Context: an optimization exercise on an open-source flow, tuned for small area. The choices shown serve that exercise and are no tape-out recipe.
RTL that was checked went through simulation tests only; none was proved equivalent to the original.
The RTL of runs 1 and 2 was laid out without a check of its function.
Power and IR drop assume default switching activity.

[run.sh]
#!/bin/bash
# synth_recipe.tcl (not shown) runs the flow's synth.tcl, then flattens the netlist and writes it again
# the make line also repeats each setting of config.mk as NAME=value (left out here)
make -C /OpenROAD-flow-scripts/flow DESIGN_CONFIG=/design/flow/config.mk WORK_HOME=/design/flow/orfs CLKGATE_MAP_FILE= SYNTH_SCRIPT=/design/flow/synth_recipe.tcl finish
[config.mk]
export PLATFORM = sky130hd
export DESIGN_NAME = ahb_usb
export DESIGN_NICKNAME = ahb_usb
export VERILOG_FILES = /design/flow/design.v
export SDC_FILE = /design/flow/constraint.sdc
export NUM_CORES = 4
export LEC_CHECK = 0
export CAP_MARGIN = 20
export CORE_MARGIN = 2
export CORE_UTILIZATION = 60
export CTS_BUF_LIST = sky130_fd_sc_hd__clkbuf_16
export CTS_CLUSTER_DIAMETER = 60
export CTS_CLUSTER_SIZE = 30
export SLEW_MARGIN = 20
[constraint.sdc]
create_clock -name core_clock -period 10.0 [get_ports {clk}]
set_input_delay 2.0000 -clock core_clock [delete_from_list [all_inputs] [get_ports {clk}]]
set_output_delay 2.0000 -clock core_clock [all_outputs]
set_load 0.01 [all_outputs]
[design.v]
`timescale 1ns / 10ps
module flex_counter #(
    parameter SIZE = 4
) (
    input logic clk,
    input logic n_rst,
    input logic clear,
    input logic count_enable,
    input logic [SIZE-1:0] rollover_val,
    output logic rollover_flag,
    output logic [SIZE-1:0] count_out
);
always_ff @ (posedge clk, negedge n_rst) begin
    if(~n_rst)
        count_out <= 0;
    else if (clear)
        count_out <= 0;
    else if (count_enable)
        count_out <= (count_out == rollover_val) ? 1 : count_out + 1;
end
assign rollover_flag = (count_out == rollover_val);
endmodule
`timescale 1ns / 10ps
module flex_sr #(
    parameter SIZE = 8,
    parameter MSB_FIRST = 0
) (
    input logic clk,
    input logic n_rst,
    input logic shift_enable,
    input logic load_enable,
    input logic serial_in,
    input logic [SIZE-1:0] parallel_in,
    output logic serial_out,
    output logic [SIZE-1:0] parallel_out
);
always_ff @ ( posedge clk, negedge n_rst) begin
    if (!n_rst)
        parallel_out <= {(SIZE){1'b1}};
    else if (load_enable)
        parallel_out <= parallel_in;
    else if (shift_enable) begin
        if (!MSB_FIRST)
            parallel_out <= {serial_in, parallel_out[SIZE-1:1]};
        else
            parallel_out <= {parallel_out[SIZE-2:0], serial_in};
    end
end
assign serial_out = MSB_FIRST ? parallel_out[SIZE-1] : parallel_out[0];
endmodule
`timescale 1ns / 10ps
module sync #(
    parameter RST_VAL = 1'b0
) (
    input logic clk,
    input logic n_rst,
    input logic async_in,
    output logic sync_out
);
logic ff_out;
always_ff @ ( posedge clk, negedge n_rst )
begin
    if(!n_rst) begin
        ff_out <= RST_VAL;
        sync_out <= RST_VAL;
    end
    else begin
        ff_out <= async_in;
        sync_out <= ff_out;
    end
end
endmodule
`timescale 1ns / 10ps
module EOP_det #(
) (
    input logic clk, n_rst,en,
    input logic dp_in, dm_in, clear,
    output logic eop, eop_error
);
logic [1:0] eop_count, next_eop_count;
logic prev_dp_in,prev_dm_in;
always_ff @(posedge clk, negedge n_rst) begin   
    if(~n_rst) begin
        eop_count <= 0;        
        prev_dm_in <= 0;
        prev_dp_in <= 1;
    end
    else if(clear) begin;
        eop_count <= 0; 
    end
    else if(en) begin
        eop_count <= next_eop_count;
        prev_dm_in <= dm_in;
        prev_dp_in <= dp_in;
    end
end
always_comb begin
    if(~prev_dp_in && ~prev_dm_in) begin
        next_eop_count = eop_count + 1;
    end
    else begin
        next_eop_count = 0;
    end
end
always_comb begin
    if(eop_count == 2'b10 && next_eop_count != 2'b11) begin
        eop = 1;
        eop_error = 0;
    end
    else if((eop_count == 2'b01 && next_eop_count == 2'b00) || (next_eop_count == 2'b11)) begin
        eop_error = 1;
        eop = 0;
    end
    else begin
        eop = 0;
        eop_error = 0;
    end
end
endmodule
`timescale 1ns / 10ps
module NRZI_decoder  (
    input logic clk, n_rst, en,
    input logic dp_in,
    output logic d_orig, d_edge
);
logic dp_in_prev;
logic dp_in_r;
always_ff @(posedge clk, negedge n_rst) begin
    if(~n_rst) begin
        dp_in_prev <= 1;
    end
    else begin
        dp_in_prev <= dp_in_r;
    end
end
always_comb begin
    d_orig =  ~(dp_in ^ dp_in_prev);  
    d_edge = dp_in ^ dp_in_prev;  
end
always_comb begin
    dp_in_r = dp_in_prev;
    if(en)
        dp_in_r = dp_in;
end
endmodule
`timescale 1ns / 10ps
module clk_div (
    input logic clk, n_rst, counter_clear,
    input logic en_clk_div,
    output logic clk_divider
);
    logic c8_rollover_flag, c3_rollover_flag, cnt_en, n_cnt_en, tx_packet_flag;
    logic [3:0] zero;
    flex_counter #(4) counter8 (.clk(clk), .n_rst(n_rst), .clear(counter_clear), .count_enable(cnt_en), .rollover_val(4'd8), .count_out(zero), .rollover_flag(c8_rollover_flag));
    flex_counter #(2) counter3 (.clk(clk), .n_rst(n_rst), .clear(counter_clear), .count_enable(c8_rollover_flag), .rollover_val(2'd3), .count_out(), .rollover_flag(c3_rollover_flag));
    always_ff @( posedge clk, negedge n_rst ) begin
        if (n_rst == 0) begin
            cnt_en <= 0;
        end
        else begin
            cnt_en <= n_cnt_en;
        end
    end
    always_comb begin : counter_enable
        if (en_clk_div != 0) begin
            if (cnt_en == 0) begin
                n_cnt_en = 1;
            end
            else begin
                if ((c8_rollover_flag == 1) & (c3_rollover_flag == 1)) begin
                    n_cnt_en = 0;
                end
                else begin
                    n_cnt_en = 1;
                end
            end
        end
        else begin
            n_cnt_en = 0;
        end
        clk_divider = ((c8_rollover_flag && !c3_rollover_flag) || !cnt_en) && en_clk_div && (zero != 0);
    end
endmodule
`timescale 1ns / 10ps
module clk_div_rx (
    input logic clk, n_rst, counter_clear,
    input logic en_clk_div, last_readjust,
    output logic clk_divider
);
    logic c8_rollover_flag, c3_rollover_flag, cnt_en, n_cnt_en;
    logic [3:0] zero;
    flex_counter #(4) counter8 (.clk(clk), .n_rst(n_rst), .clear(counter_clear), .count_enable(cnt_en), .rollover_val(4'd8), .count_out(zero), .rollover_flag(c8_rollover_flag));
    flex_counter #(2) counter3 (.clk(clk), .n_rst(n_rst), .clear(counter_clear), .count_enable(c8_rollover_flag), .rollover_val(2'd3), .count_out(), .rollover_flag(c3_rollover_flag));
    always_ff @( posedge clk, negedge n_rst ) begin
        if (n_rst == 0) begin
            cnt_en <= 0;
        end
        else begin
            cnt_en <= n_cnt_en;
        end
    end
    always_comb begin : counter_enable
        if (en_clk_div != 0) begin
            if (cnt_en == 0) begin
                n_cnt_en = 1;
            end
            else begin
                if ((c8_rollover_flag == 1) & (c3_rollover_flag == 1)) begin
                    n_cnt_en = 0;
                end
                else begin
                    n_cnt_en = 1;
                end
            end
        end
        else begin
            n_cnt_en = 0;
        end
        clk_divider = ((c8_rollover_flag && !c3_rollover_flag) || !cnt_en) && en_clk_div  && (zero != 0) && ~last_readjust;
    end
endmodule
`timescale 1ns / 10ps
module data_reg (
    input  logic clk, n_rst,
    input  logic shift_in, store_data, flush, send_packet,store_packet, addr_check,
    input  logic [7:0] packet_data,
    output logic [2:0] rx_packet,
    output logic [7:0] rx_packet_data,
    output logic addr_right, addr_wrong
);
    logic [15:0] data_register, next_data_register;
    logic [2:0] rx_packet_r, next_rx_packet;
    assign rx_packet_data = data_register[7:0];
    assign rx_packet = send_packet ? rx_packet_r : rx_packet_r;
    always_ff @(posedge clk or negedge n_rst) begin
        if (~n_rst) begin
            data_register <= 16'b0;
            rx_packet_r <= 3'b0;
        end 
        else begin
            data_register <= next_data_register;
            rx_packet_r <= next_rx_packet;
        end
    end
    always_comb begin
         if (shift_in) begin
            next_data_register = {packet_data, data_register[15:8]};
        end
        else
            next_data_register = data_register;
    end
always_comb begin
    next_rx_packet = rx_packet_r;
    if(store_packet) begin
            case (next_data_register[11:8])
            4'b0001: next_rx_packet = 3'b001;  
            4'b1001: next_rx_packet = 3'b010;  
            4'b0010: next_rx_packet = 3'b011;  
            4'b0011: next_rx_packet = 3'b100;  
            4'b1011: next_rx_packet = 3'b101;  
            default: next_rx_packet = 3'b000;
        endcase
    end
end
always_comb begin
    if(addr_check) begin
        if(data_register[10:0] == 11'b10111010101) begin
            addr_right = 1;
            addr_wrong = 0;
        end
        else begin
            addr_wrong = 1;
            addr_right = 0;
        end
    end
    else begin
        addr_right = 0;
        addr_wrong = 0;
    end
end
endmodule
`timescale 1ns / 10ps
module nrzi_encoder(
    input logic [7:0] data,
    output logic [7:0] encoded_data
);
    assign encoded_data[7] = data[7] ? 1 : 0;
    assign encoded_data[6] = data[6] ? encoded_data[7] : ~encoded_data[7];
    assign encoded_data[5] = data[5] ? encoded_data[6] : ~encoded_data[6];
    assign encoded_data[4] = data[4] ? encoded_data[5] : ~encoded_data[5];
    assign encoded_data[3] = data[3] ? encoded_data[4] : ~encoded_data[4];
    assign encoded_data[2] = data[2] ? encoded_data[3] : ~encoded_data[3];
    assign encoded_data[1] = data[1] ? encoded_data[2] : ~encoded_data[2];
    assign encoded_data[0] = data[0] ? encoded_data[1] : ~encoded_data[1];
endmodule
`timescale 1ns / 10ps
module rx_controller #(
) (
    input logic clk, n_rst, clk_div,
    input logic byte_strobe ,bitstuff_error, d_edge,
    input logic [6:0] buffer_occupancy,
    input logic [7:0] packet_data, 
    input logic  eop, eop_error,crc_right,crc_wrong,addr_right, addr_wrong,rollover_flag_3,
    output logic flush, rx_error, rx_dr, rx_busy, store_rx_data, crc_check, en_clk_div, addr_check, clk_4_en,
    output logic store_data, shift_in, send_packet, store_packet, clear, shift_en, clear_clk, count_en, EOP_en, NRZI_en, clear_4clk
);
logic buffer_full;  
typedef enum logic [5:0]  {IDLE,START, SAMPLE, SYNC_WAIT, SYNC, PID_WAIT, PID,FLUSH,FLUSH_WAIT, START_SHIFT, DATA_WAIT, DATA_WAIT2, DATA_SHIFT, STORE_DATA, DATA_CRC,
                           CRC_WAIT, DATA_EOP, DATA_IDLE, DATA_ERROR, TOKEN_SHIFT,TOKEN_WAIT1,TOKEN_WAIT2,TOKEN_WAIT3, TOKEN_DATA1, TOKEN_DATA2,TOKEN_ADDR_WAIT, TOKEN_ADDR, TOKEN_CRC, TOKEN_CRC_WAIT, TOKEN_EOP,
                           ACK_SHIFT,ACK_WAIT,ACK_SEND, EIDLE, EOP_CHECK} state_t;
state_t state, next_state;
always_ff @(posedge clk, negedge n_rst) begin
    if(~n_rst) begin
        state <= IDLE;
    end
    else begin
        state <= next_state;
    end
end
always_comb begin
    next_state = state;
    case(state)
    IDLE: next_state = eop ? EIDLE : d_edge ? START : IDLE ; 
    START: next_state = eop ? EIDLE : rollover_flag_3 ? SAMPLE : START;
    SAMPLE: next_state = eop? EIDLE : SYNC_WAIT;
    SYNC_WAIT: next_state = eop ? EIDLE : byte_strobe ? SYNC : SYNC_WAIT ; 
    SYNC: next_state = eop ? EIDLE: (packet_data == 8'h80) ? PID_WAIT : EIDLE ;
    PID_WAIT: next_state = eop  ? EIDLE : byte_strobe? PID : PID_WAIT;
    PID: begin
        if(eop)
            next_state = EIDLE;
        case(packet_data)
        8'b11100001, 8'b01101001: next_state = TOKEN_SHIFT;  
        8'b11000011, 8'b01001011: next_state = FLUSH;  
        8'b11010010: next_state = ACK_SHIFT;  
        default: next_state = EIDLE;
        endcase
    end
    FLUSH: next_state = (eop ||bitstuff_error) ? EIDLE : FLUSH_WAIT; 
    FLUSH_WAIT: next_state = (eop ||bitstuff_error) ? EIDLE : byte_strobe ? START_SHIFT : FLUSH_WAIT;
    START_SHIFT: next_state = (eop || bitstuff_error) ? EIDLE : byte_strobe ? DATA_WAIT : START_SHIFT;
    DATA_WAIT: next_state = (eop_error ||bitstuff_error) ? EIDLE : eop ? DATA_CRC : byte_strobe ? DATA_SHIFT : DATA_WAIT;
    DATA_SHIFT: next_state = (eop_error || bitstuff_error || buffer_full) ? DATA_ERROR : eop ? DATA_CRC : DATA_WAIT2;
    DATA_WAIT2: next_state = (eop_error || bitstuff_error) ? DATA_ERROR : eop ? DATA_CRC : byte_strobe ? STORE_DATA : DATA_WAIT2;
    STORE_DATA: next_state = (eop_error || bitstuff_error || buffer_full) ? DATA_ERROR : eop ? DATA_CRC : DATA_SHIFT;
    DATA_ERROR: next_state = EIDLE;
    DATA_CRC: next_state = eop_error ? DATA_ERROR : CRC_WAIT;
    CRC_WAIT: next_state = crc_wrong ? EIDLE : crc_right ? DATA_EOP : CRC_WAIT; 
    DATA_EOP: next_state = DATA_IDLE; 
    DATA_IDLE : next_state = d_edge ? START : DATA_IDLE;
    TOKEN_SHIFT: next_state =  (eop || bitstuff_error) ? EIDLE : TOKEN_WAIT1;
    TOKEN_WAIT1:next_state = (eop || bitstuff_error) ? EIDLE : byte_strobe ? TOKEN_DATA1 : TOKEN_WAIT1;
    TOKEN_DATA1: next_state = (eop|| bitstuff_error) ? EIDLE : TOKEN_WAIT2;
    TOKEN_WAIT2: next_state = (eop || bitstuff_error) ? EIDLE : byte_strobe ? TOKEN_DATA2 : TOKEN_WAIT2;
    TOKEN_DATA2: next_state = (eop || bitstuff_error) ? EIDLE : TOKEN_WAIT3;
    TOKEN_WAIT3: next_state = (eop_error || bitstuff_error || addr_wrong) ? EIDLE : eop ? TOKEN_ADDR_WAIT : TOKEN_WAIT3;
    TOKEN_ADDR_WAIT: next_state = (eop_error) ? EIDLE : TOKEN_ADDR;
    TOKEN_ADDR: next_state = (eop_error || addr_wrong) ? EIDLE : addr_right ?  TOKEN_CRC : TOKEN_ADDR;
    TOKEN_CRC: next_state = TOKEN_CRC_WAIT;
    TOKEN_CRC_WAIT: next_state = (crc_wrong || eop_error || bitstuff_error) ? EIDLE : crc_right ? TOKEN_EOP : TOKEN_CRC_WAIT;
    TOKEN_EOP: next_state = IDLE;
    ACK_SHIFT: next_state = (eop_error ||bitstuff_error) ? EIDLE: ACK_WAIT;
    ACK_WAIT: next_state = (eop_error ||bitstuff_error) ? EIDLE: eop? ACK_SEND : ACK_WAIT;
    ACK_SEND: next_state = EOP_CHECK;
    EOP_CHECK: next_state = eop_error ? EIDLE : eop? EOP_CHECK : IDLE;
    EIDLE: next_state = d_edge ? START : EIDLE;
    default: next_state = IDLE;
    endcase
end
always_comb begin
    flush = 0;
    rx_error = 0; 
    rx_dr = 0;
    rx_busy = 1;
    store_rx_data = 0;
    store_data = 0;
    crc_check = 0;
    send_packet = 0;
    shift_in = 0;
    clear = 0;
    en_clk_div = 1;
    store_packet = 0;
    addr_check = 0;
    shift_en = ((clk_div == 1) || (rollover_flag_3 == 1 ));
    NRZI_en = ((clk_div == 1)) || (rollover_flag_3 == 1);
    count_en = ((clk_div == 1)) || (rollover_flag_3 == 1);
    EOP_en = clk_div;
    clear_clk = 0;
    clk_4_en = 0;
    clear_4clk = 0;
    case(state)
    IDLE: begin
        en_clk_div = 0;
        rx_busy = 0;
        clear = 1;
        clear_4clk = 1;
        send_packet = 1;
        shift_en = 0;
        count_en = 0;
        clear_clk = 1;
    end
    START: begin
        en_clk_div = 0;
        clk_4_en = 1;
    end
    SAMPLE: begin
        en_clk_div = 1;
        clear_4clk = 1;
    end
    SYNC_WAIT: begin
        en_clk_div = 1;
    end
    SYNC: begin
        en_clk_div = 1;
        clear = 1;    
    end
    PID_WAIT: begin
        en_clk_div = 1; 
    end
    PID: begin  
        en_clk_div = 1;
        clear = 1;
    end
    FLUSH: begin
        flush = 1;
        shift_in  = 1;
        en_clk_div = 1;        
    end
    FLUSH_WAIT: begin
        flush = 0;
        shift_in = 0;
        store_packet = 1;
    end
    START_SHIFT: begin
        en_clk_div = 1;
        shift_in = 1;
        store_data = 0;
        clear = 1;
    end
    DATA_WAIT: begin 
        en_clk_div = 1;
        shift_in = 0;
    end
    DATA_SHIFT: begin
        en_clk_div = 1;
        store_data = 0;
        shift_in = 1;
        clear = 1;
    end
    DATA_WAIT2: begin 
        en_clk_div = 1;
        shift_in = 0;
    end
    STORE_DATA: begin
        en_clk_div = 1;
        store_data = 1;
        shift_in  = 0;
        store_rx_data = 1;
        clear = 1;
    end
    DATA_ERROR: begin
        rx_error = 1;
        flush = 1;  
        clear = 1;
    end
    DATA_CRC: begin
        en_clk_div = 1;
        store_data = 0;
        crc_check = 1;
        shift_in = 0;
        store_data = 0; 
    end
    CRC_WAIT: begin
        en_clk_div = 1;
        crc_check = 0;
    end
    DATA_EOP: begin
        en_clk_div = 1;
        rx_dr = 1;  
        clear = 1;
    end
    DATA_IDLE: begin
        rx_dr = 1;
        rx_busy = 0;
        clear = 1;
        send_packet = 1;
        clear_clk = 1;
        clear_4clk = 1;
        en_clk_div = 0;
    end
    TOKEN_SHIFT:begin
        en_clk_div = 1;
        shift_in = 1;
        store_packet  = 1;
        clear = 1;
    end
    TOKEN_WAIT1:begin
        en_clk_div = 1;
        shift_in = 0;
    end
    TOKEN_DATA1: begin
        en_clk_div = 1;
        shift_in= 1;
        clear = 1;
    end
    TOKEN_WAIT2:begin
        en_clk_div = 1;
        shift_in = 0;
    end
    TOKEN_DATA2: begin
        en_clk_div = 1;
        shift_in= 1;
        clear = 1;
    end
    TOKEN_WAIT3:begin
        en_clk_div = 1;
        shift_in = 0;
    end
    TOKEN_ADDR_WAIT: begin
        en_clk_div = 1;
        addr_check = 1;
    end
    TOKEN_ADDR: begin
        en_clk_div = 1;
        addr_check = 1;
    end
    TOKEN_CRC: begin
        en_clk_div = 1;
        crc_check = 1;
    end
    TOKEN_CRC_WAIT: begin 
        en_clk_div = 1;
        crc_check = 0;
    end
    TOKEN_EOP: begin
        send_packet = 1;
        clear = 1;
    end
    ACK_SHIFT: begin
        shift_in = 1; 
    end
    ACK_WAIT: begin
        store_packet = 1;
    end
    ACK_SEND: begin
        send_packet = 1;
    end
    EOP_CHECK: begin
        clear = 1;
    end
    EIDLE: begin
        rx_error = 1;
        rx_busy = 0;  
        clear = 1;
        clear_clk = 1;
        clear_4clk = 1;
        en_clk_div = 0;
    end
    endcase
end
always_comb begin
    if(buffer_occupancy == 7'd64)
        buffer_full = 1;
    else 
        buffer_full = 0;
end
endmodule
`timescale 1ns / 10ps
module usb_rx #(
) (
    input logic clk, n_rst, 
    input logic dp_in, dm_in, crc_right, crc_wrong,bitstuff_error,
    input logic [6:0] buffer_occupancy,
    output logic RX_data_ready, RX_transfer_active, RX_error,
    output logic flush, store_RX_packet_data,
    output logic [2:0] RX_packet,
    output logic [7:0] RX_packet_data
);
    logic dp_in_sync, dm_in_sync;
    logic clk_div; 
    logic d_edge; 
    logic  d_orig; 
    logic [7:0]  packet_data; 
    logic eop, eop_error; 
    logic EOP_en;
    logic crc_check;
    logic clear; 
    logic byte_strobe;
    logic en_clk_div;
    logic shift_in;
    logic store_data;
    logic send_packet;
    logic NRZI_en;
    logic rollover_flag_3;
    logic clear_4clk;
    logic clear_clk;
    logic addr_right;
    logic addr_wrong;
    logic store_packet;
    logic shift_enable;
    logic clk_4_en;
    logic count_en;
    logic readjust;
    logic clear_diff_count;
    logic addr_check;
sync #(1)DPIN (.clk(clk), .n_rst(n_rst), .async_in(dp_in), .sync_out(dp_in_sync));
sync #(0)DMIN(.clk(clk), .n_rst(n_rst), .async_in(dm_in), .sync_out(dm_in_sync));
EOP_det EOP(.clk(clk), .n_rst(n_rst), .dp_in(dp_in_sync) , .dm_in(dm_in_sync), .eop(eop), .eop_error(eop_error), .clear(clear), .en(EOP_en));
clk_div_rx TWLV_MHZ(.clk(clk), .n_rst(n_rst), .counter_clear(clear_clk), .en_clk_div(en_clk_div & ~readjust), .last_readjust(clear_diff_count), .clk_divider(clk_div) );
NRZI_decoder NRZI(.clk(clk), .n_rst(n_rst), .dp_in(dp_in_sync), .d_edge(d_edge), .d_orig(d_orig)  ,.en(NRZI_en));
data_reg BUFF(.clk(clk) , .n_rst(n_rst), .shift_in(shift_in), .store_data(store_data), .send_packet(send_packet), .addr_right(addr_right),.addr_wrong(addr_wrong),.addr_check(addr_check) ,
              .packet_data(packet_data) ,.rx_packet(RX_packet), .rx_packet_data(RX_packet_data), .store_packet(store_packet), .flush(flush));
rx_controller   RX_CONTROLLER(
    .clk                 (clk),
    .clk_div             (clk_div),
    .n_rst               (n_rst),
    .byte_strobe         (byte_strobe),
    .bitstuff_error      (bitstuff_error),
    .d_edge              (d_edge),
    .buffer_occupancy    (buffer_occupancy),
    .packet_data         (packet_data),
    .eop                 (eop),
    .eop_error           (eop_error),
    .EOP_en              (EOP_en),
    .crc_right           (crc_right),
    .crc_wrong           (crc_wrong),
    .flush               (flush),
    .rx_error            (RX_error),
    .rx_dr               (RX_data_ready),
    .rx_busy             (RX_transfer_active),
    .store_rx_data       (store_RX_packet_data),
    .crc_check           (crc_check),
    .en_clk_div          (en_clk_div),
    .store_data          (store_data),
    .shift_in            (shift_in),
    .send_packet         (send_packet),
    .clear               (clear),
    .addr_right(addr_right),
    .addr_wrong(addr_wrong),
    .addr_check(addr_check),
    .shift_en(shift_enable),
    .clear_clk(clear_clk),
    .count_en(count_en),
    .store_packet(store_packet),
    .rollover_flag_3 (rollover_flag_3),
    .clk_4_en (clk_4_en),
    .NRZI_en(NRZI_en),
    .clear_4clk (clear_4clk)
);
always_ff @(posedge clk, negedge n_rst) begin
    if(~n_rst) begin
        clear_diff_count <= 0 ;
    end
    else begin
        clear_diff_count <= readjust;
    end
end
flex_sr STP8(.clk(clk), .n_rst(n_rst), .shift_enable(shift_enable), .load_enable(1'b0), .serial_in(d_orig) , .parallel_in(8'h00) , .serial_out(), .parallel_out(packet_data));
flex_counter #(4) BYTE_COUNTS(.clk(clk), .n_rst(n_rst) ,.clear(clear), .count_enable(count_en), .rollover_val(4'd8), .count_out() ,.rollover_flag(byte_strobe));
flex_counter #(2) FOUR_clk(.clk(clk), .n_rst(n_rst) ,.clear(clear_4clk), .count_enable(clk_4_en), .rollover_val(2'd2), .count_out() ,.rollover_flag(rollover_flag_3));
flex_counter #(6) DIV_COUNT(.clk(clk), .n_rst(n_rst), .clear(clear_diff_count), .count_enable(clk_div) , .rollover_val(6'd45) , .rollover_flag(readjust));
endmodule
`timescale 1ns / 10ps
module usb_tx_fsm (
    input logic clk, n_rst, c8bit_rollover_flag, clk_div,
    input logic [2:0] tx_packet,
    input logic [6:0] buff_occupancy,
    input logic [7:0] encoded_tx_packet_data, pidbyte,
    output logic packet_done, get_tx_packet_data, tx_transfer_active, clear, counter_clear, bit_counter_en,
    output logic DP_OUT, DM_OUT
);
    logic [7:0] syncbyte, crcbyte1, crcbyte2, parallel_in;
    logic shift_enable, load_enable;
    logic serial_out;
    logic serial_out_dp, serial_out_sr;
    assign syncbyte = 8'b01010100;
    assign crcbyte1 = 8'b00010001;
    assign crcbyte2 = 8'b00100010;
    typedef enum logic [4:0] {
        IDLE,
        LoadSYNC,
        ShiftSYNC,
        SYNCWait,
        LoadPID,
        PIDWait,
        ShiftPID,
        LoadCRC1,
        CRC1Wait,
        ShiftCRC1,
        LoadCRC2,
        CRC2Wait,
        ShiftCRC2,
        LoadDATA,
        DATAWait,
        ShiftDATA,
        LoadEOP,
        ShiftEOP,
        EOPWait,
        PacketDone
    } tx_states;
    tx_states state, n_state;
    always_ff @( posedge clk, negedge n_rst ) begin
        if (n_rst == 0) begin
            state <= IDLE;
        end
        else begin
            state <= n_state;
        end
    end
    always_comb begin : Transition
        case (state)
            IDLE : begin
                if ((tx_packet > 0) && (tx_packet < 6)) begin
                    n_state = LoadSYNC;
                end
                else begin
                    n_state = IDLE;
                end
            end
            LoadSYNC : begin
                n_state = SYNCWait;
            end
            ShiftSYNC : begin
                n_state = SYNCWait;
            end
            SYNCWait : begin
                if ((clk_div == 1) && (c8bit_rollover_flag != 1)) begin
                    n_state = ShiftSYNC;
                end
                else if (((clk_div == 1) && (c8bit_rollover_flag == 1))) begin
                    n_state = LoadPID;
                end
                else begin
                    n_state = SYNCWait;
                end
            end
            LoadPID : begin
                n_state = PIDWait;
            end
            ShiftPID : begin
                    n_state = PIDWait;
            end
            PIDWait : begin
                if ((clk_div == 1) && (c8bit_rollover_flag != 1)) begin
                    n_state = ShiftPID;
                end
                else if ((clk_div == 1) && (c8bit_rollover_flag == 1) && ((tx_packet == 1) || (tx_packet == 2)) ) begin
                    n_state = LoadDATA;
                end
                else if ((clk_div == 1) && (c8bit_rollover_flag == 1))begin
                    n_state = LoadCRC1;
                end
                else begin
                    n_state = PIDWait;
                end
            end
            LoadDATA : begin
                n_state = DATAWait;
            end
            ShiftDATA : begin
                n_state = DATAWait;
            end
            DATAWait : begin
                if ((clk_div == 1) && (c8bit_rollover_flag != 1)) begin
                    n_state = ShiftDATA;
                end
                else if ((clk_div == 1) && (c8bit_rollover_flag == 1) && (buff_occupancy != 0)) begin
                    n_state = LoadDATA;
                end
                else if ((clk_div == 1) && (c8bit_rollover_flag == 1) && (buff_occupancy == 0))begin
                    n_state = LoadCRC1;
                end
                else begin
                    n_state = DATAWait;
                end
            end
            LoadCRC1 : begin
                n_state = CRC1Wait;
            end
            ShiftCRC1 : begin
                n_state = CRC1Wait;
            end
            CRC1Wait : begin
                if ((clk_div == 1) && (c8bit_rollover_flag != 1)) begin
                    n_state = ShiftCRC1;
                end
                else if ((clk_div == 1) && (c8bit_rollover_flag == 1)) begin
                    n_state = LoadCRC2;
                end
                else begin
                    n_state = CRC1Wait;
                end
            end
            LoadCRC2 : begin
                n_state = CRC2Wait;
            end
            ShiftCRC2 : begin
                n_state = CRC2Wait;
            end
            CRC2Wait : begin
                if ((clk_div == 1) && (c8bit_rollover_flag != 1)) begin
                    n_state = ShiftCRC2;
                end
                else if ((clk_div == 1) && (c8bit_rollover_flag == 1)) begin
                    n_state = LoadEOP;
                end
                else begin
                    n_state = CRC2Wait;
                end
            end
            LoadEOP : begin
                if (clk_div == 1) begin
                    n_state = ShiftEOP;
                end
                else begin
                    n_state = state;
                end
            end
            ShiftEOP : n_state = EOPWait;
            EOPWait : begin
                if (clk_div == 1) begin
                    n_state = PacketDone;
                end
                else begin
                    n_state = state;
                end
            end
            PacketDone : n_state = IDLE;
            default: n_state = IDLE;
        endcase
    end
    always_comb begin : Output
        parallel_in = '0;
        serial_out_dp = 0;
        case (state)
            IDLE : begin
                clear = 0;
                counter_clear = 1;
                tx_transfer_active = 0;
                packet_done = 0;
                shift_enable = 0;
                load_enable = 1;
                bit_counter_en = 0;
                parallel_in = 8'h80;
                get_tx_packet_data = 0;
            end
            LoadSYNC : begin
                clear = 0;
                counter_clear = 0;
                tx_transfer_active = 1;
                packet_done = 0;
                shift_enable = 1;
                load_enable = 1;
                bit_counter_en = 0;
                parallel_in = syncbyte;  
                get_tx_packet_data = 0;
            end
            ShiftSYNC : begin
                clear = 0;
                counter_clear = 0;
                tx_transfer_active = 1;
                packet_done = 0;
                shift_enable = 1;
                load_enable = 0;
                bit_counter_en = 1;
                get_tx_packet_data = 0;
            end
            SYNCWait : begin
                clear = 0;
                counter_clear = 0;
                tx_transfer_active = 1;
                packet_done = 0;
                shift_enable = 0;
                load_enable = 0;
                bit_counter_en = 0;
                get_tx_packet_data = 0;
            end
            LoadPID : begin
                clear = 0;
                counter_clear = 1;
                tx_transfer_active = 1;
                packet_done = 0;
                shift_enable = 1;
                load_enable = 1;
                bit_counter_en = 0;
                parallel_in = pidbyte;
                get_tx_packet_data = 0;
            end
            PIDWait : begin
                clear = 0;
                counter_clear = 0;
                tx_transfer_active = 1;
                packet_done = 0;
                shift_enable = 0;
                load_enable = 0;
                bit_counter_en = 0;
                get_tx_packet_data = 0;
            end
            ShiftPID : begin
                clear = 0;
                counter_clear = 0;
                tx_transfer_active = 1;
                packet_done = 0;
                shift_enable = 1;
                load_enable = 0;
                bit_counter_en = 1;
                get_tx_packet_data = 0;
            end
            LoadDATA : begin
                clear = 0;
                counter_clear = 1;
                tx_transfer_active = 1;
                packet_done = 0;
                shift_enable = 1;
                load_enable = 1;
                bit_counter_en = 0;
                parallel_in = encoded_tx_packet_data;
                get_tx_packet_data = 1;
            end
            DATAWait : begin
                clear = 0;
                counter_clear = 0;
                tx_transfer_active = 1;
                packet_done = 0;
                shift_enable = 0;
                load_enable = 0;
                bit_counter_en = 0;
                get_tx_packet_data = 0;
            end
            ShiftDATA : begin
                clear = 0;
                counter_clear = 0;
                tx_transfer_active = 1;
                packet_done = 0;
                shift_enable = 1;
                load_enable = 0;
                bit_counter_en = 1;
                get_tx_packet_data = 0;
            end
            LoadCRC1 : begin
                clear = 0;
                counter_clear = 1;
                tx_transfer_active = 1;
                packet_done = 0;
                shift_enable = 1;
                load_enable = 1;
                bit_counter_en = 0;
                parallel_in = crcbyte1;
                get_tx_packet_data = 0;
            end
            CRC1Wait : begin
                clear = 0;
                counter_clear = 0;
                tx_transfer_active = 1;
                packet_done = 0;
                shift_enable = 0;
                load_enable = 0;
                bit_counter_en = 0;
                get_tx_packet_data = 0;
            end
            ShiftCRC1 : begin
                clear = 0;
                counter_clear = 0;
                tx_transfer_active = 1;
                packet_done = 0;
                shift_enable = 1;
                load_enable = 0;
                bit_counter_en = 1;
                get_tx_packet_data = 0;
            end
            LoadCRC2 : begin
                clear = 0;
                counter_clear = 1;
                tx_transfer_active = 1;
                packet_done = 0;
                shift_enable = 1;
                load_enable = 1;
                bit_counter_en = 1;
                parallel_in = crcbyte2;
                get_tx_packet_data = 0;
            end
            CRC2Wait : begin
                clear = 0;
                counter_clear = 0;
                tx_transfer_active = 1;
                packet_done = 0;
                shift_enable = 0;
                load_enable = 0;
                bit_counter_en = 0;
                get_tx_packet_data = 0;
            end
            ShiftCRC2 : begin
                clear = 0;
                counter_clear = 0;
                tx_transfer_active = 1;
                packet_done = 0;
                shift_enable = 1;
                load_enable = 0;
                bit_counter_en = 1;
                get_tx_packet_data = 0;
            end
            LoadEOP : begin
                clear = 0;
                counter_clear = 1;
                tx_transfer_active = 1;
                packet_done = 0;
                shift_enable = 1;
                load_enable = 1;
                bit_counter_en = 0;
                get_tx_packet_data = 0;
            end
            ShiftEOP : begin
                clear = 0;
                counter_clear = 0;
                tx_transfer_active = 1;
                packet_done = 0;
                shift_enable = 1;
                load_enable = 0;
                bit_counter_en = 1;
                get_tx_packet_data = 0;
            end
            EOPWait : begin
                clear = 0;
                counter_clear = 0;
                tx_transfer_active = 1;
                packet_done = 0;
                shift_enable = 0;
                load_enable = 0;
                bit_counter_en = 0;
                get_tx_packet_data = 0;
            end
            PacketDone : begin
                clear = 1;
                counter_clear = 1;
                tx_transfer_active = 0;
                packet_done = 1;
                shift_enable = 0;
                load_enable = 1;
                bit_counter_en = 0;
                get_tx_packet_data = 0;
                parallel_in = 8'h80;
                serial_out_dp = 1;
            end
            default: begin
                clear = 1;
                counter_clear = 1;
                tx_transfer_active = 0;
                packet_done = 0;
                shift_enable = 0;
                load_enable = 1;
                bit_counter_en = 0;
                get_tx_packet_data = 0;
            end
        endcase
    end
    flex_sr #(.MSB_FIRST(1)) bit8sr (.clk(clk), .n_rst(n_rst), .shift_enable(shift_enable), .load_enable(load_enable), .serial_in(1'b0), .parallel_in(parallel_in), .serial_out(serial_out_sr), .parallel_out());
    assign serial_out = serial_out_sr || serial_out_dp;
    assign DP_OUT = serial_out;
    always_comb begin
        if ((state == LoadEOP) || (state == ShiftEOP) || (state == EOPWait)) begin
            DM_OUT = 0;
        end
        else begin
            DM_OUT = ~serial_out;
        end
    end
endmodule
`timescale 1ns / 10ps
module usb_tx_wrapper (
    input logic clk, n_rst,
    input logic [6:0] buffer_occupancy,
    input logic [2:0] TX_packet,
    input logic [7:0] TX_packet_data,
    output logic TX_error, packet_done, get_TX_packet_data, TX_transfer_active, dp_out, dm_out
);
    logic [7:0] encoded_TX_packet_data, parallel_in, pidbyte;
    logic c8bit_rollover_flag, clk_div, shift_enable, load_enable, clear, counter_clear, bit_counter_en, serial_out;
    logic en_clk_div;
    always_comb begin
        pidbyte = 8'h01;  
        case (TX_packet)
            1 : pidbyte = 8'b11010111;
            2 : pidbyte = 8'b00100111;
            3 : pidbyte = 8'b11001001;
            4 : pidbyte = 8'b00111001;
            5 : pidbyte = 8'b01000001;
            default: pidbyte = 8'h01;
        endcase
    end
    assign en_clk_div = (TX_packet < 6) && (TX_packet != 0);
    flex_counter #(4) bit_counter (.clk(clk), .n_rst(n_rst), .clear(counter_clear), .count_enable(bit_counter_en), .rollover_val(4'd8), .count_out(), .rollover_flag(c8bit_rollover_flag));
    clk_div divider (.clk(clk), .n_rst(n_rst), .counter_clear(clear), .en_clk_div(en_clk_div), .clk_divider(clk_div));
    nrzi_encoder encoder (.data(TX_packet_data), .encoded_data(encoded_TX_packet_data));
    usb_tx_fsm fsm (.clk(clk), .n_rst(n_rst), .c8bit_rollover_flag(c8bit_rollover_flag), .clk_div(clk_div), .tx_packet(TX_packet), .buff_occupancy(buffer_occupancy), .encoded_tx_packet_data(encoded_TX_packet_data), .pidbyte(pidbyte), .packet_done(packet_done), .get_tx_packet_data(get_TX_packet_data), .tx_transfer_active(TX_transfer_active), .clear(clear), .counter_clear(counter_clear), .bit_counter_en(bit_counter_en), .DP_OUT(dp_out), .DM_OUT(dm_out));
    always_comb begin
        if (TX_packet > 5) begin
            TX_error = 1;
        end
        else begin
            TX_error = 0;
        end
    end
endmodule
`timescale 1ns / 10ps
module data_buffer (
    input logic clk, n_rst, clear, flush, store_TX_data, store_RX_packet_data, get_RX_data, get_TX_packet_data,
    input logic [7:0] TX_data, RX_packet_data,
    output logic clear_done,
    output logic [7:0] RX_data, TX_packet_data,
    output logic [6:0] buffer_occupancy
);
    logic last_store_TX_data, last_store_RX_data;
    logic [6:0] waddr, raddr, hw;
    logic [63:0][7:0] mem;
    logic clear_flag, any_store, wr, rd;
    logic [7:0] wval, rdata;
    assign clear_flag = clear | flush;
    assign clear_done = clear_flag;
    assign any_store = last_store_TX_data | last_store_RX_data;
    assign wr = (clear_flag | any_store) & ~waddr[6];
    assign wval = clear_flag ? 8'h00 : (last_store_RX_data ? RX_packet_data : TX_data);
    assign rd = (raddr < waddr) & (get_TX_packet_data | get_RX_data);
    always_ff @(posedge clk, negedge n_rst) begin
        if (~n_rst) begin
            last_store_TX_data <= 0;
            last_store_RX_data <= 0;
            waddr <= 0;
            raddr <= 0;
            hw <= 0;
        end else begin
            last_store_TX_data <= store_TX_data;
            last_store_RX_data <= store_RX_packet_data;
            if (clear_flag) waddr <= 0;
            else if (any_store & ~waddr[6]) waddr <= waddr + 1;
            if (clear_flag) raddr <= 0;
            else if (rd) raddr <= raddr + 1;
            if (wr && (waddr == hw)) hw <= hw + 1;
        end
    end
    logic [63:0] we;
    always_comb
        for (int i = 0; i < 64; i++) we[i] = wr & (waddr[5:0] == i[5:0]);
    always_ff @(posedge clk) begin
        for (int i = 0; i < 64; i++)
            mem[i] <= mem[i] ^ ({8{we[i]}} & (mem[i] ^ wval));
    end
    assign rdata = (raddr < hw) ? mem[raddr[5:0]] : 8'h00;
    assign RX_data = get_RX_data ? rdata : 8'h00;
    assign TX_packet_data = (~get_RX_data & get_TX_packet_data) ? rdata : 8'h00;
    assign buffer_occupancy = waddr - raddr;
endmodule
`timescale 1ns / 10ps
module ahb_lite_satellite (
    input logic clk,
    input logic n_rst,
    input logic [2:0] RX_packet,
    input logic RX_data_ready,
    input logic RX_transfer_active,
    input logic RX_error,
    input logic [6:0] buffer_occupancy, raddr,
    input logic [7:0] RX_data,
    input logic clear_done,
    output logic d_mode,
    output logic get_RX_data,
    output logic store_TX_data,
    output logic [7:0] TX_data,
    output logic clear,
    input logic TX_error,
    input logic TX_transfer_active,
    input logic packet_done,
    output logic [2:0] TX_packet,
    input logic hsel,
    input logic [3:0] haddr,
    input logic [2:0] hsize,
    input logic [1:0] htrans,
    input logic hwrite,
    input logic [2:0] hburst,
    input logic [31:0] hwdata,
    output logic hready,
    output logic [31:0] hrdata,
    output logic hresp
);
    logic act;
    assign act = hsel & htrans[1];
    logic l_wr, l_t1;
    logic [3:0] l_addr;
    logic [1:0] l_sz;
    logic r_wr, r_t1;
    logic [3:0] r_addr;
    logic [1:0] hr_state, next_hr_state;
    logic [31:0] dbr;
    logic [7:0] tx_ctl, flush_ctl;
    logic tx_busy, tx_wait;
    logic [1:0] tx_n, tx_hs;
    localparam logic [1:0] RX_IDLE = 2'd0, RX_WRDY = 2'd1, RX_ADDR = 2'd2, RX_WADDR = 2'd3;
    logic [1:0] rx_st, rx_n, rx_hs;
    logic error, stall, raw, tx_ready, rx_ready, tx_cont, rx_cont, tx_stall;
    logic r_error, w_error;
    assign hresp = hr_state[1];
    assign raw = act & ~hwrite & r_wr & (r_addr == haddr);
    assign hready = ~hr_state[0] & ~raw;
    assign d_mode = TX_transfer_active;
    assign TX_packet = tx_ctl[2:0];
    assign clear = flush_ctl[0];
    assign tx_ready = act & hwrite & (haddr[3:2] == 2'b00);
    assign rx_ready = act & ~hwrite & (haddr[3:2] == 2'b00);
    function automatic logic cont(input logic [1:0] n, input logic [1:0] hs);
        case (n)
            2'd0, 2'd2: cont = (hs == 2'd1) || (hs == 2'd2);
            2'd1: cont = (hs == 2'd2);
            default: cont = 1'b0;
        endcase
    endfunction
    assign tx_cont = cont(tx_n, tx_hs);
    assign rx_cont = cont(rx_n, rx_hs);
    assign tx_stall = tx_busy ? (~tx_wait | tx_cont) : tx_ready;
    always_comb begin
        case (rx_st)
            RX_IDLE: stall = rx_ready | tx_stall;
            RX_WADDR: stall = rx_cont;
            default: stall = 1'b1;
        endcase
    end
    always_comb begin
        case (hsize)
            3'd0: r_error = ~((haddr <= 4'h8) || (haddr == 4'hC) || (haddr == 4'hD));
            3'd1: r_error = ~((haddr == 4'h0) || (haddr == 4'h2) || (haddr == 4'h4) || (haddr == 4'h6) || (haddr == 4'h8) || (haddr == 4'hC) || (haddr == 4'hD));
            3'd2: r_error = ~((haddr == 4'h0) || (haddr == 4'h4) || (haddr == 4'h6) || (haddr == 4'h8) || (haddr == 4'hC) || (haddr == 4'hD));
            default: r_error = 1'b0;
        endcase
        case (hsize)
            3'd0: w_error = ~((haddr[3:2] == 2'b00) || (haddr == 4'hC) || (haddr == 4'hD));
            3'd1: w_error = ~((haddr == 4'h0) || (haddr == 4'h2) || (haddr == 4'hC) || (haddr == 4'hD));
            3'd2: w_error = ~((haddr == 4'h0) || (haddr == 4'hC) || (haddr == 4'hD));
            default: w_error = 1'b0;
        endcase
    end
    assign error = act & ~hresp & (hwrite ? w_error : r_error);
    always_comb begin
        if (hr_state == 2'b11) next_hr_state = 2'b10;
        else if (error) next_hr_state = 2'b11;
        else if (stall) next_hr_state = 2'b01;
        else next_hr_state = 2'b00;
    end
    logic we;
    logic [3:0] lane_we;
    logic tx_we, flush_we;
    assign we = hsel & r_t1 & l_wr;
    always_comb begin
        lane_we = 4'b0000;
        tx_we = 1'b0;
        flush_we = 1'b0;
        case (l_sz)
            2'd0: begin
                if (l_addr[3:2] == 2'b00) lane_we[l_addr[1:0]] = 1'b1;
                tx_we = (l_addr == 4'hC);
                flush_we = (l_addr == 4'hD);
            end
            2'd1: begin
                if (l_addr == 4'h0) lane_we = 4'b0011;
                if (l_addr == 4'h2) lane_we = 4'b1100;
                tx_we = (l_addr == 4'hC);
                flush_we = (l_addr == 4'hC) || (l_addr == 4'hD);
            end
            2'd2: begin
                if (l_addr == 4'h0) lane_we = 4'b1111;
                tx_we = (l_addr == 4'hC);
                flush_we = (l_addr == 4'hC) || (l_addr == 4'hD);
            end
            default: ;
        endcase
    end
    always_ff @(posedge clk, negedge n_rst) begin
        if (~n_rst) begin
            l_wr <= 0;
            l_t1 <= 0;
            l_addr <= 0;
            l_sz <= 0;
            r_wr <= 0;
            r_t1 <= 0;
            r_addr <= 0;
            hr_state <= 2'b00;
            dbr <= 0;
            tx_ctl <= 0;
            flush_ctl <= 0;
            tx_busy <= 0;
            tx_wait <= 0;
            tx_n <= 0;
            tx_hs <= 0;
            rx_st <= RX_IDLE;
            rx_n <= 0;
            rx_hs <= 0;
        end else begin
            if (hready) begin
                l_wr <= hwrite;
                l_t1 <= htrans[1];
                l_addr <= haddr;
                l_sz <= (hsize[2] | (hsize[1] & hsize[0])) ? 2'd3 : hsize[1:0];
            end
            r_wr <= hwrite;
            r_t1 <= htrans[1];
            r_addr <= haddr;
            hr_state <= next_hr_state;
            for (int k = 0; k < 4; k++) begin
                if (rx_st == RX_ADDR && rx_n == k[1:0]) dbr[8*k +: 8] <= RX_data;
                else if (we & lane_we[k]) dbr[8*k +: 8] <= hwdata[8*k +: 8];
            end
            if (packet_done) tx_ctl <= 0;
            else if (we & tx_we) tx_ctl <= hwdata[7:0];
            if (clear_done) flush_ctl <= 0;
            else if (we & flush_we) flush_ctl <= hwdata[15:8];
            if (!tx_busy) begin
                tx_hs <= hsize[1:0];
                tx_n <= haddr[1:0];
                tx_wait <= 1'b0;
                tx_busy <= tx_ready & ~hresp;
            end else if (!tx_wait) begin
                tx_wait <= 1'b1;
            end else begin
                tx_wait <= 1'b0;
                tx_n <= tx_n + 2'd1;
                tx_busy <= tx_cont;
            end
            case (rx_st)
                RX_IDLE: begin
                    rx_hs <= hsize[1:0];
                    if (rx_ready & ~hresp) rx_st <= RX_WRDY;
                end
                RX_WRDY: begin
                    rx_n <= l_addr[1:0];
                    if (RX_data_ready) rx_st <= (l_addr[3:2] == 2'b00) ? RX_ADDR : RX_IDLE;
                end
                RX_ADDR: rx_st <= RX_WADDR;
                default: begin
                    rx_n <= rx_n + 2'd1;
                    rx_st <= rx_cont ? RX_ADDR : RX_IDLE;
                end
            endcase
        end
    end
    assign store_TX_data = tx_busy & ~tx_wait;
    assign get_RX_data = (rx_st == RX_ADDR);
    assign TX_data = dbr[8*tx_n +: 8];
    logic [15:0] status_reg, error_reg;
    assign status_reg = {7'b0, TX_transfer_active, RX_transfer_active, 3'b0, RX_packet, RX_data_ready};
    assign error_reg = {7'b0, TX_error, 7'b0, RX_error};
    always_comb begin
        hrdata = 32'h0;
        if (hsel && l_t1 && ~hresp && ~l_wr) begin
            case (l_sz)
                2'd0: begin
                    case (l_addr)
                        4'h0: hrdata[7:0] = dbr[7:0];
                        4'h1: hrdata[15:8] = dbr[15:8];
                        4'h2: hrdata[23:16] = dbr[23:16];
                        4'h3: hrdata[31:24] = dbr[31:24];
                        4'h4: hrdata[7:0] = status_reg[7:0];
                        4'h5: hrdata[15:8] = status_reg[15:8];
                        4'h6: hrdata[23:16] = error_reg[7:0];
                        4'h7: hrdata[31:24] = error_reg[15:8];
                        4'h8: hrdata[7:0] = {1'b0, buffer_occupancy};
                        4'hC: hrdata[7:0] = tx_ctl;
                        4'hD: hrdata[15:8] = flush_ctl;
                        default: ;
                    endcase
                end
                2'd1: begin
                    case (l_addr)
                        4'h0: hrdata[15:0] = dbr[15:0];
                        4'h2: hrdata[31:16] = dbr[31:16];
                        4'h4: hrdata[15:0] = status_reg;
                        4'h6: hrdata[31:16] = error_reg;
                        4'h8: hrdata[7:0] = {1'b0, buffer_occupancy};
                        4'hC: hrdata[15:0] = {flush_ctl, tx_ctl};
                        4'hD: hrdata[15:8] = flush_ctl;
                        default: ;
                    endcase
                end
                2'd2: begin
                    case (l_addr)
                        4'h0: hrdata = dbr;
                        4'h4: hrdata[15:0] = status_reg;
                        4'h6: hrdata[31:16] = error_reg;
                        4'h8: hrdata[7:0] = {1'b0, buffer_occupancy};
                        4'hC: hrdata[15:0] = {flush_ctl, tx_ctl};
                        4'hD: hrdata[15:8] = flush_ctl;
                        default: ;
                    endcase
                end
                default: ;
            endcase
        end
    end
endmodule
`timescale 1ns / 10ps
module ahb_usb #(
) (
    input clk, n_rst,
    input logic hsel,
    input logic [3:0] haddr,
    input logic [2:0] hsize,
    input logic [1:0] htrans,
    input logic hwrite,
    input logic [2:0] hburst,
    input logic [31:0] hwdata,
    output logic hready,
    output logic [31:0] hrdata,
    output logic hresp,
    input logic dp_in,
    input logic dm_in,
    output logic dp_out,
    output logic dm_out,
    output logic d_mode
);
    logic [2:0] RX_packet, TX_packet;
    logic RX_data_ready, RX_transfer_active, RX_error;
    logic [6:0] buffer_occupancy, raddr;
    logic [7:0] RX_data, TX_data;
    logic clear_done, get_RX_data, store_TX_data, clear, TX_error, TX_transfer_active, packet_done;
    logic flush, store_RX_packet_data, get_TX_packet_data;
    logic [7:0] RX_packet_data, TX_packet_data;
    logic crc_right, crc_wrong, bitstuff_error;
    assign crc_right = 1;
    assign crc_wrong = 0;
    assign bitstuff_error = 0;
    ahb_lite_satellite AHB (.*);
    data_buffer DB (.*);
    usb_tx_wrapper TX (.*);
    usb_rx RX (.*);
endmodule
==> results.txt, run 1 <==
status=finished clean; ranking of synthesized cells by area=edfxtp_1 (48%), dfrtp_1 (13%), mux4_2 (11%); Yosys top cell area share=47.8%; CP max stage delay=~0.74 ns; WP data required=8.00 ns; row cnt=84; Worst setup EP type=output pin; RD Place Congestion=0.902; Hold Path Origin=RX.DPIN.ff_out$_DFF_PN1_; Maximum Capacitance Violations=0; #FFs+latches synth=696; crit-path cells=clkinv_1, ha_1, nor2b_1, o21ai_0, a21oi_1, o21ai_0, a21boi_0, o31ai_1, nand2_1, a21oi_1, clkdlybuf4s50_1; Die Wd=236 um; syn_nets=between 2,000 and 2,500; CTS max path bufs=3; clock skew=roughly 0.039 ns; gr usage total=about 29%; setup bufs post-CTS=0; Worst Hold End=RX.DPIN.sync_out$_DFF_PN1_; Reg-to-Reg End=TX.fsm.bit8sr.parallel_out[1]$_DFFE_PN1P_; Root Buffer=clkbuf_16; slew at the pin closest to its max-slew limit=1.04 ns; Multi-input gate area=11,500 um^2; largest net degree at the start of global routing=113; post-layout util=66.6%; Hold WC Path Type=register to register; dpl hpwl=52,900 um; Post-synth EDFFs=512; post_cts resized=0; Synth top cells by count=edfxtp_1 (512), nor2_1 (294), dfrtp_1 (164); grt total ovfl=0; final instance area=35,100 um^2; sequential share of the synthesized area=roughly 62%; CTS tree=done; Skew-Pair Late Insertion Delay=0.62 ns; most common cell in the netlist=edfxtp_1; critical path arrival=4.62 ns; CTS sink cnt=about 700; Routed WL=approximately 79,000 um; Critical Path Source Type=register; die area=between 50,000 and 60,000 um^2; crit-path max FO=28; Tmin final=6.62 ns; Placement Cell Area=33,600 um^2; Final ANT Viol Nets=0; FMAX=151 MHz; nets=2,437; CTS Buf Count=44; YS warnings=18; H-tree levels=2; Min Hold Slack=0.363 ns; endpoints failing hold=0; kind of critical path=register to output pin; syn_area_per_cell=approximately 14 um^2; Core Region=between 50,000 and 60,000 um^2; top cell type by total area after synthesis=edfxtp_1; Post-CTS Hold Fix Bufs=0; initial antenna violation count=1; P per Cell Area=285 nW/um^2; Starting Density=61.0%; vias in the first global route=19,260; reg2reg path depth=12; Cells after Synth=2,295; Yosys cell types=82; Initial DRC Count=between 2,000 and 2,500; Via density=6.54; leak pwr=12.1 nW; fin. max-slew vios=0; Max VDD drop=0.304 mV; sequential cell area=around 20,000 um^2; Hold Crit Depth=0; drt first pass iters=6; FF-to-FF setup slack=4.48 ns; RSZ-0062 raised after global routing=no; Tcrit/Tclk final=66.2%; wire per inst=26.0 um; reg2reg start=DB.raddr[0]$_DFFE_PN0P_; Netlist Area Pre-Place=32,200 um^2; ratio of cells with drive above 1 in the final layout=14.7%; Area growth syn-to-layout=9.18%; PortBufs=between 80 and 90; CP max-delay cell=dfrtp_4; die height=236 um; total vias in the final route=19,966; setup TNS=0 ns; Ports=87; Residual DRC=0; Layout fillers=about 3,700; prevailing post-synth register cell=edfxtp_1; Post-synth ARST share=between 20% and 30%; final setup fails=0; CTS clk-pin slew, worst paths=0.07 ns; max_slew headroom=29.5%; Pwr Total=approximately 10 mW; first-pass GRT wire length=121,000 um
==> final cells by class <==
type | instances | share of cell area, %
sequential | 696 | 56.9
clock inverter | 36 | 1.14
multi-input combinational | 1411 | 32.6
tap | 688 | 2.45
timing repair buffer | 110 | 2.94
antenna | 1 | 0.00712
inverter | 67 | 0.716
clock buffer | 45 | 3.20
==> cell usage in the layout, fill, tap and decap left out, types with 20 or more instances in the layout <==
master           netlist  routed
edfxtp_1             512     512
nor2_1               294     286
dfrtp_1              164     161
mux4_2               151     151
nand2_1              144     144
a21oi_1              119     119
mux2i_1               89      89
clkdlybuf4s50_1        0      81
o21ai_0               75      75
inv_1                 61      63
ha_1                  56      56
clkbuf_16              0      45
nand3_1               43      43
mux2_2                33      33
nor3_1                33      32
a22oi_1               31      31
buf_4                  5      28
xnor2_1               27      27
nor2b_1               25      25
dfstp_2               20      20
nand2b_1              20      20
xor2_1                20      20
==> worst max path at each step <==
stage / startpoint / to / slack (ns)
floorplan: hsel / hrdata[1] / 5.14
global placement: hsel / hrdata[1] / 3.61
detailed placement: hsel / hrdata[3] / 3.49
CTS: DB.raddr[1]$_DFFE_PN0P_ / hrdata[5] / 3.44
global route: DB.raddr[1]$_DFFE_PN0P_ / hrdata[5] / 3.16
finish: DB.raddr[1]$_DFFE_PN0P_ / hrdata[5] / 3.38
==> kinds of logic after synthesis <==
| family | Yosys count | synth area share, % |
|---|---|---|
| mux | 280 | 15.1 |
| simple gates | 652 | 9.15 |
| flops | 696 | 62.1 |
| fa+ha+maj | 57 | 2.24 |
| compound gates | 371 | 7.34 |
| buf+inv | 188 | 2.53 |
| xor+xnor | 51 | 1.54 |
==> metrics by stage <==
step                instances  worst slack [ns]
floorplan                2295              5.14
global placement         2972              3.61
detailed placement       2972              3.49
CTS                      3053              3.44
global route             3053              3.16
finish                   3054              3.38
==> layer usage <==
| layer | vias up | GRT usage (%) | share of wire, % |
|---|---|---|---|
| met5 | - | 0 | 0 |
| met4 | 0 | 7.28 | 2.5 |
| met3 | 120 | 4.02 | 6.2 |
| met2 | 783 | 47.6 | 50 |
| met1 | 10270 | 41.5 | 42 |
| li1 | 8793 | - | - |
==> critical path, delay by kind of cell (launching register included) <==
kind                     cells  cell delay [ns]
AND/OR/NAND/NOR              2             0.24
adder cells (fa/ha/maj)      1             0.47
AO/OA/AOI/OAI                6             1.45
flip-flops                   1             0.74
buffers and inverters        2             1.12
==> power breakdown <==
| group | switching [mW] | internal, mW |
|---|---|---|
| Combinational | 2.24 | 1.43 |
| Sequential | 0.458 | 3.91 |
| Clock | 1.08 | 0.913 |
| Total | 3.78 | 6.25 |
==> run 2, diff against run 1 <==
--- a/config.mk
+++ b/config.mk
@@ -9,6 +9,6 @@
 export CORE_MARGIN = 2
 export CORE_UTILIZATION = 60
-export CTS_BUF_LIST = sky130_fd_sc_hd__clkbuf_16
-export CTS_CLUSTER_DIAMETER = 60
-export CTS_CLUSTER_SIZE = 30
+export CTS_BUF_LIST = sky130_fd_sc_hd__clkbuf_8
+export CTS_CLUSTER_DIAMETER = 50
+export CTS_CLUSTER_SIZE = 20
 export SLEW_MARGIN = 20
==> run 2 against run 1 <==
Net effect: largest cell class unchanged; maximum frequency decreased by 0.86%; setup slack got worse by 0.057 ns; highest routed layer unchanged; die area unchanged; critical endpoint unchanged; sequential share of layout area decreased by 0.38 points; count of clock-buffer cells in the layout increased by 28; cell count increased by 1.6%; first-iteration DRC count increased by 3.4%.
==> results.txt, run 2 <==
PortBufs=82; commonest non-fill, non-tap cell in the layout=edfxtp_1; #FFs+latches synth=696; final instance area=35,400 um^2; grt total ovfl=0; Residual DRC=0; largest net degree at the start of global routing=113; Critical Path Source Type=register; Post-CTS Hold Fix Bufs=0; fin. max-slew vios=0; die area=55,500 um^2; max_slew headroom=roughly a third; FMAX=150 MHz; drt first pass iters=5; Hold Path Origin=RX.DPIN.ff_out$_DFF_PN1_; wire per inst=25.9 um; Root Buffer=clkbuf_8; Placement Cell Area=33,600 um^2; reg2reg start=DB.raddr[0]$_DFFE_PN0P_; kind of critical path=register to output pin; ratio of cells with drive above 1 in the final layout=16.4%; Yosys cell types=82; first-pass GRT wire length=approximately 120,000 um; nets=2,464; Skew-Pair Late Insertion Delay=about 0.70 ns; FF-to-FF setup slack=4.39 ns; reg2reg path depth=12; CTS clk-pin slew, worst paths=0.09 ns; Post-synth ARST share=around a quarter; compound-cell area share of the yosys netlist=under 10%; Worst setup EP type=output pin; commonest cells after routing, fill and taps aside=edfxtp_1 (512), nor2_1 (286), dfrtp_1 (161); Hold WC Path Type=register to register; post-layout util=67.1%; crit-path max FO=28; gr usage total=29.3%; Starting Density=between 60% and 70%; Via density=6.49; Reg-to-Reg End=TX.fsm.bit8sr.parallel_out[1]$_DFFE_PN1P_; sequential share of the synthesized area=62.1%; dpl hpwl=52,900 um; initial antenna violation count=1; Tcrit/Tclk final=66.8%; RSZ-0062 raised after global routing=no; CTS Buf Count=71; row cnt=84; clock skew=approximately 0.053 ns; endpoints failing hold=0; Initial DRC Count=2,269; Area growth syn-to-layout=9.91%; Tmin final=6.68 ns; CTS sink cnt=696; Netlist Area Pre-Place=between 30,000 and 40,000 um^2; WP data required=8.00 ns; Ports=87; Hold Crit Depth=0; leak pwr=12.2 nW; most common cell in the netlist=edfxtp_1; Synth Area in Adders=around 2.2%; Max VDD drop=between 0.3 and 0.4 mV; mux contribution to synthesized area=15.1%; post_cts resized=0; total vias in the final route=20,144; Final ANT Viol Nets=0; main combinational cell family by area after synthesis=multiplexers; CTS tree=done; YS warnings=18; H-tree levels=3; RD Place Congestion=0.902; final setup fails=0; syn_area_per_cell=14.0 um^2; Worst Hold End=RX.DPIN.sync_out$_DFF_PN1_; Yosys top cell area share=47.8%; Routed WL=approximately 80,000 um; Post-Synth XOR/XNOR Area=1.54%; Post-synth EDFFs=512; ranking of synthesized cells by area=edfxtp_1 (48%), dfrtp_1 (13%), mux4_2 (11%); vias in the first global route=19,515; top cell type by total area after synthesis=edfxtp_1; Synth top cells by count=edfxtp_1 (512), nor2_1 (294), dfrtp_1 (164); Maximum Capacitance Violations=0; setup bufs post-CTS=0; P per Cell Area=288 nW/um^2; Post-Synth Simple-Gate Area=under 10%; Layout fillers=3,735; setup TNS=0 ns; syn_nets=2,402; die height=236 um; CTS max path bufs=3; critical path arrival=about 4.7 ns; Cells after Synth=2,295; slew at the pin closest to its max-slew limit=1.01 ns; prevailing post-synth register cell=edfxtp_1; Die Wd=236 um; Core Region=52,800 um^2; status=finished clean
==> run 2: kinds of logic (layout without fill, tap and decap cells) <==
family / Yosys count / after routing
AND/OR/NAND/NOR: 652 / 652
multiplexers: 280 / 280
flip-flops: 696 / 696
buffers and inverters: 188 / 307
adder cells (fa/ha/maj): 57 / 57
AO/OA/AOI/OAI: 371 / 371
other: 0 / 1
XOR/XNOR: 51 / 51
==> run 2: layout make-up <==
type                       instances  area (um^2)  area share (%)
clock buffer                      73         1000            2.84
tap                              688          861            2.43
sequential                       696        20000            56.6
timing repair buffer             110         1030            2.92
antenna                            1         2.50         0.00707
clock inverter                    57          757            2.14
inverter                          67          251           0.711
multi-input combinational       1411        11500            32.4
==> run 2: how the worst max path moves through the flow <==
stage / from / to / slack (ns)
4_1_cts: DB.raddr[1]$_DFFE_PN0P_ / hrdata[5] / 3.34
5_1_grt: DB.raddr[1]$_DFFE_PN0P_ / hrdata[5] / 3.08
3_5_place_dp: hsel / hrdata[3] / 3.49
6_report: DB.raddr[1]$_DFFE_PN0P_ / hrdata[5] / 3.32
2_1_floorplan: hsel / hrdata[1] / 5.14
3_3_place_gp: hsel / hrdata[1] / 3.61
==> run 2: layer usage <==
layer | up-vias | global-route usage, % | share of wire [%]
met2 | 847 | 47.5 | 49
li1 | 8865 | - | -
met5 | - | 0 | 0
met1 | 10286 | 41.5 | 41
met4 | 0 | 9.52 | 2.9
met3 | 146 | 4.28 | 6.8
==> run 2: metrics by stage <==
step / power, mW / cells / worst slack [ns] / hold WS, ns
finish: 10.2 / 3103 / 3.32 / 0.365
global placement: 7.95 / 2972 / 3.61 / 0.334
CTS: 10.2 / 3102 / 3.34 / 0.367
detailed placement: 8.07 / 2972 / 3.49 / 0.348
global route: 10.7 / 3102 / 3.08 / 0.369
floorplan: 6.84 / 2295 / 5.14 / 0.331
==> run 2: worst max-delay path, cell delays in order, from the launching register on <==
cell and delay [ns]:
dfrtp_4 0.73, clkinv_1 0.53, ha_1 0.47, nor2b_1 0.13, o21ai_0 0.23, a21oi_1 0.12
o21ai_0 0.19, a21boi_0 0.24, o31ai_1 0.42, nand2_1 0.11, a21oi_1 0.24, clkdlybuf4s50_1 0.59
==> run 2: where the power goes <==
group	switching (mW)	internal, mW	total, mW
sequential	0.461	3.91	4.37
clock	1.18	0.961	2.14
combinational	2.25	1.43	3.68
==> run 3, diff against run 2 <==
--- a/design.v
+++ b/design.v
@@ -1120,5 +1120,8 @@
     assign wr = (clear_flag | any_store) & ~waddr[6];
     assign wval = clear_flag ? 8'h00 : (last_store_RX_data ? RX_packet_data : TX_data);
-    assign rd = (raddr < waddr) & (get_TX_packet_data | get_RX_data);
+    logic eq_rw, at_hw;
+    assign eq_rw = (raddr == waddr);
+    assign at_hw = (waddr == hw);
+    assign rd = ~eq_rw & (get_TX_packet_data | get_RX_data);
     always_ff @(posedge clk, negedge n_rst) begin
         if (~n_rst) begin
@@ -1135,5 +1138,5 @@
             if (clear_flag) raddr <= 0;
             else if (rd) raddr <= raddr + 1;
-            if (wr && (waddr == hw)) hw <= hw + 1;
+            if (wr && at_hw) hw <= hw + 1;
         end
     end
@@ -1145,5 +1148,5 @@
             mem[i] <= mem[i] ^ ({8{we[i]}} & (mem[i] ^ wval));
     end
-    assign rdata = (raddr < hw) ? mem[raddr[5:0]] : 8'h00;
+    assign rdata = (eq_rw & at_hw) ? 8'h00 : mem[raddr[5:0]];
     assign RX_data = get_RX_data ? rdata : 8'h00;
     assign TX_packet_data = (~get_RX_data & get_TX_packet_data) ? rdata : 8'h00;
--- a/config.mk
+++ b/config.mk
@@ -9,6 +9,6 @@
 export CORE_MARGIN = 2
 export CORE_UTILIZATION = 60
-export CTS_BUF_LIST = sky130_fd_sc_hd__clkbuf_8
-export CTS_CLUSTER_DIAMETER = 50
-export CTS_CLUSTER_SIZE = 20
+export CTS_BUF_LIST = sky130_fd_sc_hd__clkbuf_16
+export CTS_CLUSTER_DIAMETER = 60
+export CTS_CLUSTER_SIZE = 30
 export SLEW_MARGIN = 20
==> run 3 against run 2 <==
Net effect: area after synthesis about the same; maximum frequency up 1.4%; sequential cell count unchanged; largest power group unchanged; final area decreased by 0.78%; worst hold slack worse by 0.0077 ns; setup slack better by 0.095 ns; count of clock-buffer cells in the layout fell by 27; critical path depth fell by 5; largest cell class unchanged; synthesized cell count increased by 0.52%; die area is essentially flat; non-clock buffer count grew 4.
==> results.txt, run 3 <==
status=finished clean; diode count=0; crit-path cells=clkdlybuf4s50_1, nor2b_1, nand3_1, nor2_1, and2_1, clkdlybuf4s50_1; most common cell in the netlist=edfxtp_1; initial antenna violation count=0; YS warnings=18; P per Cell Area=320 nW/um^2; prevailing post-synth register cell=edfxtp_1; Tmin final=around 6.6 ns; critical path arrival=about 4.6 ns; Core Region=about 53,000 um^2; Post-CTS Hold Fix Bufs=0; setup bufs post-CTS=0; Residual DRC=0; Maximum Capacitance Violations=0; drt first pass iters=6; commonest cells after routing, fill and taps aside=edfxtp_1 (512), nor2_1 (254), dfrtp_1 (162); slew at the pin closest to its max-slew limit=1.12 ns; syn_nets=~2,400; clock skew=0.0535 ns; CTS max path bufs=3; Layout fillers=between 3,000 and 4,000; CTS Buf Count=44; max_slew headroom=25.0%; RD Place Congestion=approximately 0.89; FMAX=152 MHz; Max VDD drop=about 0.27 mV; commonest non-fill, non-tap cell in the layout=edfxtp_1; H-tree levels=2; gr usage total=29.2%; wire per inst=~26 um; CP max stage delay=0.63 ns; Netlist Area Pre-Place=about 32,000 um^2; top cell type by total area after synthesis=edfxtp_1; WP data required=8.00 ns; CTS tree=done; kind of critical path=input port to output pin; first-pass GRT wire length=123,000 um; Post-synth ARST share=26.4%; Skew-Pair Late Insertion Delay=around 0.63 ns; Via density=6.58; CTS clk-pin slew, worst paths=0.08 ns; fin. max-slew vios=0; Die Wd=between 200 and 250 um; leak pwr=approximately 12 nW; post_cts resized=0; Pwr Total=11.2 mW; Tcrit/Tclk final=65.9%; Post-synth EDFFs=512; row cnt=84; syn_area_per_cell=14.0 um^2; Area growth syn-to-layout=9.04%; Yosys top cell area share=47.8%; Ports=87; RSZ-0062 raised after global routing=no; nets=2,434; grt total ovfl=0; Cells after Synth=2,307; largest net degree at the start of global routing=111; sequential share of the synthesized area=62.1%; CTS sink cnt=696; total vias in the final route=about 20,000; #FFs+latches synth=696; ratio of cells with drive above 1 in the final layout=15.2%; endpoints failing hold=0; Worst setup EP type=output pin; Hold WC Path Type=register to register; largest delay contributor family on the critical path=simple AND/OR/NAND/NOR gates; vias in the first global route=19,645; crit-path max FO=12; critical path buffer and inverter count=2
-- run 3: worst reg2reg max path: cells and delay by family (launching register included) --
family          cells  cell delay, ns
compound gates      3            0.70
xor+xnor            1            0.48
simple gates        3            1.26
mux                 1            0.70
buf+inv             2            1.44
flops               1            0.76
-- run 3: kinds of logic (layout without fill, tap and decap cells) --
logic type	Yosys count	in the layout	synth area share, %
mux	278	278	14.3
simple gates	656	656	9.53
buf+inv	182	246	2.65
xor+xnor	47	47	1.34
flops	696	696	62.1
fa+ha+maj	50	50	1.96
compound gates	398	398	8.04
-- run 3: per-layer routing --
layer  track usage, %  vias to the layer above  routed length, um
met4             8.45                        0               2310
met1             42.1                    10215              33400
met3             3.60                      123               5500
li1                 -                     8892                  -
met2             47.5                      901              38700
met5                0                        -                  0
-- run 3: final cells by class --
cell class | instances | area, um^2 | area share (%)
repair buffers | 114 | 1060 | 3.03
inverters | 50 | 188 | 0.535
multi-input cells | 1429 | 11400 | 32.5
clock buffers | 46 | 1150 | 3.28
clock inverters | 36 | 418 | 1.19
flip-flops and latches | 696 | 20000 | 57.0
well taps | 688 | 861 | 2.45
-- run 3: worst paths after layout --
path                                                from                                             to  slack (ns)  cells after the start
max in group asynchronous                          n_rst   TX.divider.counter3.count_out[0]$_DFFE_PN0P_        6.86                      2
worst max register to register   DB.raddr[0]$_DFFE_PN0P_      TX.fsm.bit8sr.parallel_out[0]$_DFFE_PN1P_        4.59                     10
worst min register to register  RX.DMIN.ff_out$_DFF_PN0_                     RX.DMIN.sync_out$_DFF_PN0_        0.36                      0
min in group asynchronous                          n_rst  RX.TWLV_MHZ.counter8.count_out[3]$_DFFE_PN0P_        1.42                      1
worst max-delay path                                hsel                                     hrdata[19]        3.41                      6
worst min-delay path            RX.DMIN.ff_out$_DFF_PN0_                     RX.DMIN.sync_out$_DFF_PN0_        0.36                      0
-- run 3: report_power, final --
part	internal, mW	leakage (nW)	total (mW)	switching, mW
logic	1.71	4.65	4.61	2.89
clock network	0.932	0.763	2.01	1.08
registers	4.11	6.80	4.62	0.510
-- run 3: metrics by stage --
| stage | hold WS, ns | std cells | setup slack [ns] | area (um^2) |
|---|---|---|---|---|
| final | 0.357 | 3059 | 3.41 | 35100 |
| after global routing | 0.363 | 3059 | 3.34 | 35100 |
| after CTS | 0.360 | 3059 | 3.46 | 35100 |
| after detailed placement | 0.342 | 2977 | 3.47 | 33500 |
| after global placement | 0.332 | 2977 | 3.55 | 33500 |
| after floorplan | 0.331 | 2307 | 5.06 | 32200 |

Re-timed with assumed drivers on the ports (clkbuf_16 on the clock, buf_2 on other inputs), run 3 has 3.385 ns of setup slack against 3.415 ns with ideal ports, and 3.385 ns once port delays also move by the mid clock arrival of 0.659 ns.
